Context: an optimization exercise on an open-source flow, tuned for small area, a short achievable clock period and few clock cycles per item. The choices shown serve that exercise and are no tape-out recipe.
The RTL was checked by simulation tests, not by an equivalence proof against the original design.
The clock input has no modelled driver; a real chip could not lean on it and would need a root buffer or a full tree.
Power is estimated from default activity; no workload was simulated.

== before ==
## mproc
module mproc (input wire clk, reset, input wire [15:0] ins, output wire [15:0] addr,
  output wire halted, wb_en, output wire [2:0] wb_addr, output wire [15:0] wb_data);
  reg [15:0] rf [0:7];
  reg [15:0] pc;
  reg        x_v;       
  reg        x_h;       
  reg        x_sub;     
  reg        x_log;     
  reg        x_or;      
  reg [2:0]  x_d;
  reg [7:0]  x_sa, x_sb;  
  reg        rf_reset;  
  wire       is_alu = ins[15:11] == 5'd0;
  integer i;
  always @(posedge clk) begin
    if (reset) begin
      pc  <= 16'd0;
      x_v <= 1'b0;
      x_h <= 1'b0;
    end else if (!x_h) begin
      pc  <= pc + 16'd1;
      x_v <= is_alu;
      x_h <= !is_alu;
    end
    x_sub <= ins[10:9] == 2'b01;
    x_log <= ins[10];
    x_or  <= ins[9];
    x_d   <= ins[8:6];
    for (i = 0; i < 8; i = i + 1) begin
      x_sa[i] <= ins[2:0] == i;
      x_sb[i] <= ins[5:3] == i;
    end
    rf_reset <= reset;
  end
  reg [15:0] va, vb0;
  always @(*) begin
    va  = 16'd0;
    vb0 = 16'd0;
    for (i = 0; i < 8; i = i + 1) begin
      va  = va  | ({16{x_sa[i]}} & rf[i]);
      vb0 = vb0 | ({16{x_sb[i]}} & rf[i]);
    end
  end
  wire [15:0] vb = vb0 ^ {16{x_sub}};
  wire [15:0] sum, g, p;
  alu_add16 add (va, vb, x_sub, sum, g, p);
  wire [15:0] res = x_log ? (x_or ? (g | p) : g) : sum;
  wire [15:0] wd0 = res | {16{rf_reset}};
  wire [15:0] wdx = res & ~{16{rf_reset}};
  always @(posedge clk) begin
    if (rf_reset | (x_v & x_d == 3'd0)) rf[0] <= wd0;
    for (i = 1; i < 8; i = i + 1)
      if (rf_reset | (x_v & x_d == i)) rf[i] <= wdx;
  end
  reg        wb_en_r, halted_r;
  reg [2:0]  wb_addr_r;
  reg [15:0] wb_data_r;
  always @(posedge clk) begin
    wb_en_r   <= x_v & !reset;
    halted_r  <= x_h & !reset;
    wb_addr_r <= x_d;
    wb_data_r <= res;
  end
  assign addr    = pc;
  assign halted  = halted_r;
  ...
For scale: ~190 flip-flops, ~55 I/O pins.
clock: 12.0 ns
lec_check: 0
abc_area: 1
cap_margin: 20
core_margin: 2
core_utilization: 40
slew_margin: 20
standard.sh (not shown) runs the stock make flow with config.mk's settings and CLKGATE_MAP_FILE= SYNTH_SCRIPT=/design/flow/synth_recipe.tcl, a recipe that flattens the netlist after the stock synthesis.
==> flow/flow/run.sh <==
#!/bin/bash
# The standard layout with four changes to how it is made:
#  - synthesis is the standard flow's own script with abc mapping for area
#    (flow/mysynth.tcl, flow/abc_area.script), and adders are left to abc
#    (no full/half-adder cells, which are slow);
#  - ports are buffered with buf_2 rather than a delay-cell buffer;
#  - the clock tree is built by flow/mytree.tcl (two balanced levels of
#    clkbuf_16: 4 roots on the clock port, 12 leaves) instead of TritonCTS,
#    for a shorter clock insertion delay;
#  - timing repair works until the setup slack is at least SETUP_SLACK_MARGIN.
# Each tool's output goes to standard_flow.log (and ORFS's own logs under orfs/logs).
set -euo pipefail
bash standard.sh SYNTH_SCRIPT="$PWD/flow/mysynth.tcl" ADDER_MAP_FILE= SETUP_SLACK_MARGIN=8.8 \
  'BUFFER_PORTS_ARGS=-buffer_cell sky130_fd_sc_hd__buf_2' \
  PRE_CTS_TCL="$PWD/flow/mytree.tcl" finish > standard_flow.log 2>&1
==> flow/flow/abc_area.script <==
strash
dch
map -D 2200
topo
stime -c
Other scripts of this flow, unchanged in this note and not shown: flow/flow/mysynth.tcl, flow/flow/mytree.tcl
Testbench counts of before, summed over its fixed seeds: cycles 29,394, instrs 28,434.
## Diff of input files: after against before
==> flow/flow/abc_area.script <==
strash
dch
map -D 1800
topo
stime -c
Notes after the runs:
Global-route usage: after lower than before. The clock share of power in after sits 1.5 points above the value recorded for before. On met2 global-route usage: between after and before, it ends up higher for before. NOTE cell-internal power before->after decreased by a few percent.
In every run of this note, the design's own scripts or RTL, not TritonCTS, make the clock network.

---

The RTL this note starts from:
==> flow/design.v <==
module alu_add16 (input wire [15:0] a, b, input wire cin,
  output wire [15:0] sum, g, p);
  assign g = a & b;
  assign p = a ^ b;
  wire [15:0] g0 = {g[15:1], g[0] | (p[0] & cin)};
  wire [15:0] p0 = p;
  wire [15:0] g1, p1, g2, p2, g3, p3, g4, p4;
  genvar i;
  generate
    for (i = 0; i < 16; i = i + 1) begin : pre
      if (i % 2 == 1) begin
        assign g1[i] = g0[i] | (p0[i] & g0[i-1]);
        assign p1[i] = p0[i] & p0[i-1];
      end else begin
        assign g1[i] = g0[i];
        assign p1[i] = p0[i];
      end
      if (i % 4 >= 2) begin
        assign g2[i] = g1[i] | (p1[i] & g1[(i/4)*4+1]);
        assign p2[i] = p1[i] & p1[(i/4)*4+1];
      end else begin
        assign g2[i] = g1[i];
        assign p2[i] = p1[i];
      end
      if (i % 8 >= 4) begin
        assign g3[i] = g2[i] | (p2[i] & g2[(i/8)*8+3]);
        assign p3[i] = p2[i] & p2[(i/8)*8+3];
      end else begin
        assign g3[i] = g2[i];
        assign p3[i] = p2[i];
      end
      if (i % 16 >= 8) begin
        assign g4[i] = g3[i] | (p3[i] & g3[7]);
        assign p4[i] = p3[i] & p3[7];
      end else begin
        assign g4[i] = g3[i];
        assign p4[i] = p3[i];
      end
    end
  endgenerate
  assign sum = p ^ {g4[14:0], cin};
endmodule
module mproc (input wire clk, reset, input wire [15:0] ins, output wire [15:0] addr,
  output wire halted, wb_en, output wire [2:0] wb_addr, output wire [15:0] wb_data);
  reg [15:0] rf [0:7];
  reg [15:0] pc;
  reg        x_v;       
  reg        x_h;       
  reg        x_sub;     
  reg        x_log;     
  reg        x_or;      
  reg [2:0]  x_d;
  reg [7:0]  x_sa, x_sb;  
  reg        rf_reset;  
  wire       is_alu = ins[15:11] == 5'd0;
  integer i;
  always @(posedge clk) begin
    if (reset) begin
      pc  <= 16'd0;
      x_v <= 1'b0;
      x_h <= 1'b0;
    end else if (!x_h) begin
      pc  <= pc + 16'd1;
      x_v <= is_alu;
      x_h <= !is_alu;
    end
    x_sub <= ins[10:9] == 2'b01;
    x_log <= ins[10];
    x_or  <= ins[9];
    x_d   <= ins[8:6];
    for (i = 0; i < 8; i = i + 1) begin
      x_sa[i] <= ins[2:0] == i;
      x_sb[i] <= ins[5:3] == i;
    end
    rf_reset <= reset;
  end
  reg [15:0] va, vb0;
  always @(*) begin
    va  = 16'd0;
    vb0 = 16'd0;
    for (i = 0; i < 8; i = i + 1) begin
      va  = va  | ({16{x_sa[i]}} & rf[i]);
      vb0 = vb0 | ({16{x_sb[i]}} & rf[i]);
    end
  end
  wire [15:0] vb = vb0 ^ {16{x_sub}};
  wire [15:0] sum, g, p;
  alu_add16 add (va, vb, x_sub, sum, g, p);
  wire [15:0] res = x_log ? (x_or ? (g | p) : g) : sum;
  wire [15:0] wd0 = res | {16{rf_reset}};
  wire [15:0] wdx = res & ~{16{rf_reset}};
  always @(posedge clk) begin
    if (rf_reset | (x_v & x_d == 3'd0)) rf[0] <= wd0;
    for (i = 1; i < 8; i = i + 1)
      if (rf_reset | (x_v & x_d == i)) rf[i] <= wdx;
  end
  reg        wb_en_r, halted_r;
  reg [2:0]  wb_addr_r;
  reg [15:0] wb_data_r;
  always @(posedge clk) begin
    wb_en_r   <= x_v & !reset;
    halted_r  <= x_h & !reset;
    wb_addr_r <= x_d;
    wb_data_r <= res;
  end
  assign addr    = pc;
  assign halted  = halted_r;
  assign wb_en   = wb_en_r;
  assign wb_addr = wb_addr_r;
  assign wb_data = wb_data_r;
endmodule
Settings: LEC_CHECK=0, ABC_AREA=1, CAP_MARGIN=20, CORE_MARGIN=2, CORE_UTILIZATION=40, SLEW_MARGIN=20; clock period 12.0 ns.
==> flow/flow/abc_area.script <==
strash
dch
map -B 0.9
topo
stime -c
==> flow/flow/mysynth.tcl <==
# The standard synthesis script (synth_recipe.tcl) with one change: abc
# maps with flow/abc_area.script (area-oriented mapping) instead of ORFS's.
set mysynth_abc_script [file join [file dirname [file normalize [info script]]] abc_area.script]
proc synth {args} { yosys synth -nofsm -noshare {*}$args }
proc abc {args} {
  set i [lsearch -exact $args -script]
  if {$i >= 0} { lset args [expr {$i+1}] $::mysynth_abc_script }
  yosys abc {*}$args
}
source $::env(SCRIPTS_DIR)/synth.tcl
# left out here: clear keep_hierarchy, flatten, clean up, hide names made inside functions, write 1_2_yosys.v
==> flow/flow/mytree.tcl <==
# A shallow clock tree built by hand: the register clock pins are split into
# NLEAF clusters (k-means on their locations), each driven by one leaf
# buffer at its centre; the leaf buffers are split the same way into NROOT
# groups, each driven by one root buffer, which the clock port drives.
proc mytree_kmeans { pts k } {
  # pts: list of {x y}; returns {assign centroids}
  set n [llength $pts]
  set order [lsort -real -index 0 $pts]
  set cent {}
  for {set c 0} {$c < $k} {incr c} {
    lappend cent [lindex $order [expr {int(($c+0.5)*$n/$k)}]]
  }
  for {set iter 0} {$iter < 50} {incr iter} {
    set sum [lrepeat $k {0 0 0}]
    set assign {}
    foreach p $pts {
      lassign $p x y
      set best 0; set bd 1e30
      for {set c 0} {$c < $k} {incr c} {
        lassign [lindex $cent $c] cx cy
        set d [expr {($x-$cx)*($x-$cx)+($y-$cy)*($y-$cy)}]
        if {$d < $bd} { set bd $d; set best $c }
      }
      lappend assign $best
      lassign [lindex $sum $best] sx sy sc
      lset sum $best [list [expr {$sx+$x}] [expr {$sy+$y}] [expr {$sc+1}]]
    }
    for {set c 0} {$c < $k} {incr c} {
      lassign [lindex $sum $c] sx sy sc
      if {$sc > 0} { lset cent $c [list [expr {$sx/double($sc)}] [expr {$sy/double($sc)}]] }
    }
  }
  return [list $assign $cent]
}

proc mytree_add_buf { block master name in_net cx cy } {
  set inst [odb::dbInst_create $block $master $name]
  set net [odb::dbNet_create $block "${name}_net"]
  $net setSigType CLOCK
  [$inst findITerm A] connect $in_net
  [$inst findITerm X] connect $net
  $inst setLocation [expr {int($cx)}] [expr {int($cy)}]
  $inst setPlacementStatus PLACED
  return $net
}

proc mytree_build { nleaf nroot leafcell rootcell } {
  set block [ord::get_db_block]
  set clk_net [[[$block findBTerm clk] getNet] getName]
  set clk_net [$block findNet $clk_net]
  set iterms [$clk_net getITerms]
  set pts {}
  foreach it $iterms {
    set bb [[$it getInst] getBBox]
    lappend pts [list [expr {([$bb xMin]+[$bb xMax])/2.0}] [expr {([$bb yMin]+[$bb yMax])/2.0}]]
  }
  lassign [mytree_kmeans $pts $nleaf] la lc
  # disconnect the sinks first
  foreach it $iterms { $it disconnect }
  set rootnets {}
  if {$nroot > 0} {
    lassign [mytree_kmeans $lc $nroot] ra rc
    set rm [[ord::get_db] findMaster $rootcell]
    for {set r 0} {$r < $nroot} {incr r} {
      lassign [lindex $rc $r] cx cy
      lappend rootnets [mytree_add_buf $block $rm "mytree_root_$r" $clk_net $cx $cy]
    }
  }
  set lm [[ord::get_db] findMaster $leafcell]
  set leafnets {}
  for {set c 0} {$c < $nleaf} {incr c} {
    lassign [lindex $lc $c] cx cy
    set in $clk_net
    if {$nroot > 0} { set in [lindex $rootnets [lindex $ra $c]] }
    lappend leafnets [mytree_add_buf $block $lm "mytree_leaf_$c" $in $cx $cy]
  }
  set cnt [lrepeat $nleaf 0]
  foreach it $iterms c $la {
    $it connect [lindex $leafnets $c]
    lset cnt $c [expr {[lindex $cnt $c]+1}]
  }
  puts "mytree: [llength $iterms] sinks over $nleaf leaves ([join $cnt /]), $nroot roots"
}

# Used as ORFS's PRE_CTS_TCL hook: build the tree here, then let the CTS
# step's clock_tree_synthesis call only switch to propagated clocks; the
# rest of the step (timing repair, detailed placement) runs as usual.
mytree_build 12 4 sky130_fd_sc_hd__clkbuf_16 sky130_fd_sc_hd__clkbuf_16
rename clock_tree_synthesis mytree_unused_cts
proc clock_tree_synthesis { args } {
  puts "clock_tree_synthesis replaced by the hand-built tree (mytree.tcl)"
  set_propagated_clock [all_clocks]
}
Scripts as last shown in full above: flow/flow/run.sh
The starting point completed without violations.
Testbench counts at the start, summed over its fixed seeds: cycles 29,394, instrs 28,434.
Edit:
--- a/flow/flow/run.sh
+++ b/flow/flow/run.sh
@@ -11,5 +11,5 @@
 # Each tool's output goes to standard_flow.log (and ORFS's own logs under orfs/logs).
 set -euo pipefail
-bash standard.sh SYNTH_SCRIPT="$PWD/flow/mysynth.tcl" ADDER_MAP_FILE= SETUP_SLACK_MARGIN=8.8 \
+bash standard.sh SYNTH_SCRIPT="$PWD/flow/mysynth.tcl" ADDER_MAP_FILE= SETUP_SLACK_MARGIN=8.75 \
   'BUFFER_PORTS_ARGS=-buffer_cell sky130_fd_sc_hd__buf_2' \
   PRE_CTS_TCL="$PWD/flow/mytree.tcl" finish > standard_flow.log 2>&1
==> flow/flow/abc_area.script (replaced) <==
strash
dch
map -D 1800
topo
stime -c
--- a/flow/flow/mysynth.tcl
+++ b/flow/flow/mysynth.tcl
@@ -1,4 +1,5 @@
 # The standard synthesis script (synth_recipe.tcl) with one change: abc
-# maps with flow/abc_area.script (area-oriented mapping) instead of ORFS's.
+# maps with flow/abc_area.script instead of ORFS's: a delay-targeted map
+# (map -D, in ps) that recovers area on every path faster than the target.
 set mysynth_abc_script [file join [file dirname [file normalize [info script]]] abc_area.script]
 proc synth {args} { yosys synth -nofsm -noshare {*}$args }
Result: The new run passed the timing, DRC and antenna checks. Register-to-register slack is worse by 0.16 ns. Wire length went down by about 10%. Fmax fell by 1.3%. Clock power hardly moves. Global-route usage falls by 0.99 points. Sequential power goes up by about 2.5%. Die area shrinks by about 7%. Power increases by about 3.6%. Design area decreases by about 4%. Sequential share of layout area goes up by 2.1 points.
Edit:
--- a/flow/flow/run.sh
+++ b/flow/flow/run.sh
@@ -6,10 +6,11 @@
 #  - ports are buffered with buf_2 rather than a delay-cell buffer;
 #  - the clock tree is built by flow/mytree.tcl (two balanced levels of
-#    clkbuf_16: 4 roots on the clock port, 12 leaves) instead of TritonCTS,
+#    buffers: 4 clkbuf_16 roots on the clock port, 16 clkbuf_8 leaves)
+#    instead of TritonCTS,
 #    for a shorter clock insertion delay;
 #  - timing repair works until the setup slack is at least SETUP_SLACK_MARGIN.
 # Each tool's output goes to standard_flow.log (and ORFS's own logs under orfs/logs).
 set -euo pipefail
-bash standard.sh SYNTH_SCRIPT="$PWD/flow/mysynth.tcl" ADDER_MAP_FILE= SETUP_SLACK_MARGIN=8.75 \
+bash standard.sh SYNTH_SCRIPT="$PWD/flow/mysynth.tcl" ADDER_MAP_FILE= SETUP_SLACK_MARGIN=8.8 \
   'BUFFER_PORTS_ARGS=-buffer_cell sky130_fd_sc_hd__buf_2' \
   PRE_CTS_TCL="$PWD/flow/mytree.tcl" finish > standard_flow.log 2>&1
--- a/flow/flow/mytree.tcl
+++ b/flow/flow/mytree.tcl
@@ -86,5 +86,5 @@
 # step's clock_tree_synthesis call only switch to propagated clocks; the
 # rest of the step (timing repair, detailed placement) runs as usual.
-mytree_build 12 4 sky130_fd_sc_hd__clkbuf_16 sky130_fd_sc_hd__clkbuf_16
+mytree_build 16 4 sky130_fd_sc_hd__clkbuf_8 sky130_fd_sc_hd__clkbuf_16
 rename clock_tree_synthesis mytree_unused_cts
 proc clock_tree_synthesis { args } {
=>
- The changed run completed without violations
- register-to-register slack hardly moves
- synthesized cell count stays the same
- global-route usage came out higher by 0.24 points
- cell area stays flat
- routed wire length is about the same
- area after synthesis stays the same
No run of this note takes its clock network from TritonCTS; it comes from the design's own scripts or RTL.

-- re-timing with driven ports --
In the flow no input, the clock included, has a driving cell. The finished layouts below were timed again as built, in two steps.
Step 1 (the two cells are an assumption about what drives the block):
set clk [get_ports {clk}]
set_driving_cell -lib_cell sky130_fd_sc_hd__clkbuf_16 $clk
set_driving_cell -lib_cell sky130_fd_sc_hd__buf_2 [delete_from_list [all_inputs] $clk]
Step 2 adds t to the input delays and takes it off the output delays; t is the mean of the earliest and latest rising clock arrival at the registers after step 1. Input paths then give back, and output paths get back, about the clock's delay inside the block.
a / b / c = ideal / step 1 / step 2; a / b = the first two.
run	t (ns)	setup slack, ns	worst hold slack (ns)	pins driven straight from the clock port
before	0.381	8.728 / 8.728 / 8.571	0.373 / 0.373 / 0.373	4
after	0.393	8.836 / 8.725 / 8.589	0.365 / 0.365 / 0.365	4
the first run of note 2	0.372	8.832 / 8.739 / 8.753	0.375 / 0.375 / 0.375	4
the second run of note 2	0.391	8.789 / 8.686 / 8.622	0.368 / 0.368 / 0.368	4
the third run of note 2	0.385	8.831 / 8.732 / 8.593	0.368 / 0.368 / 0.368	4
After both steps every run listed still meets setup and hold. The setup slack of after, which loses most, moves by -0.111 ns with the drivers and by -0.247 ns with both steps.
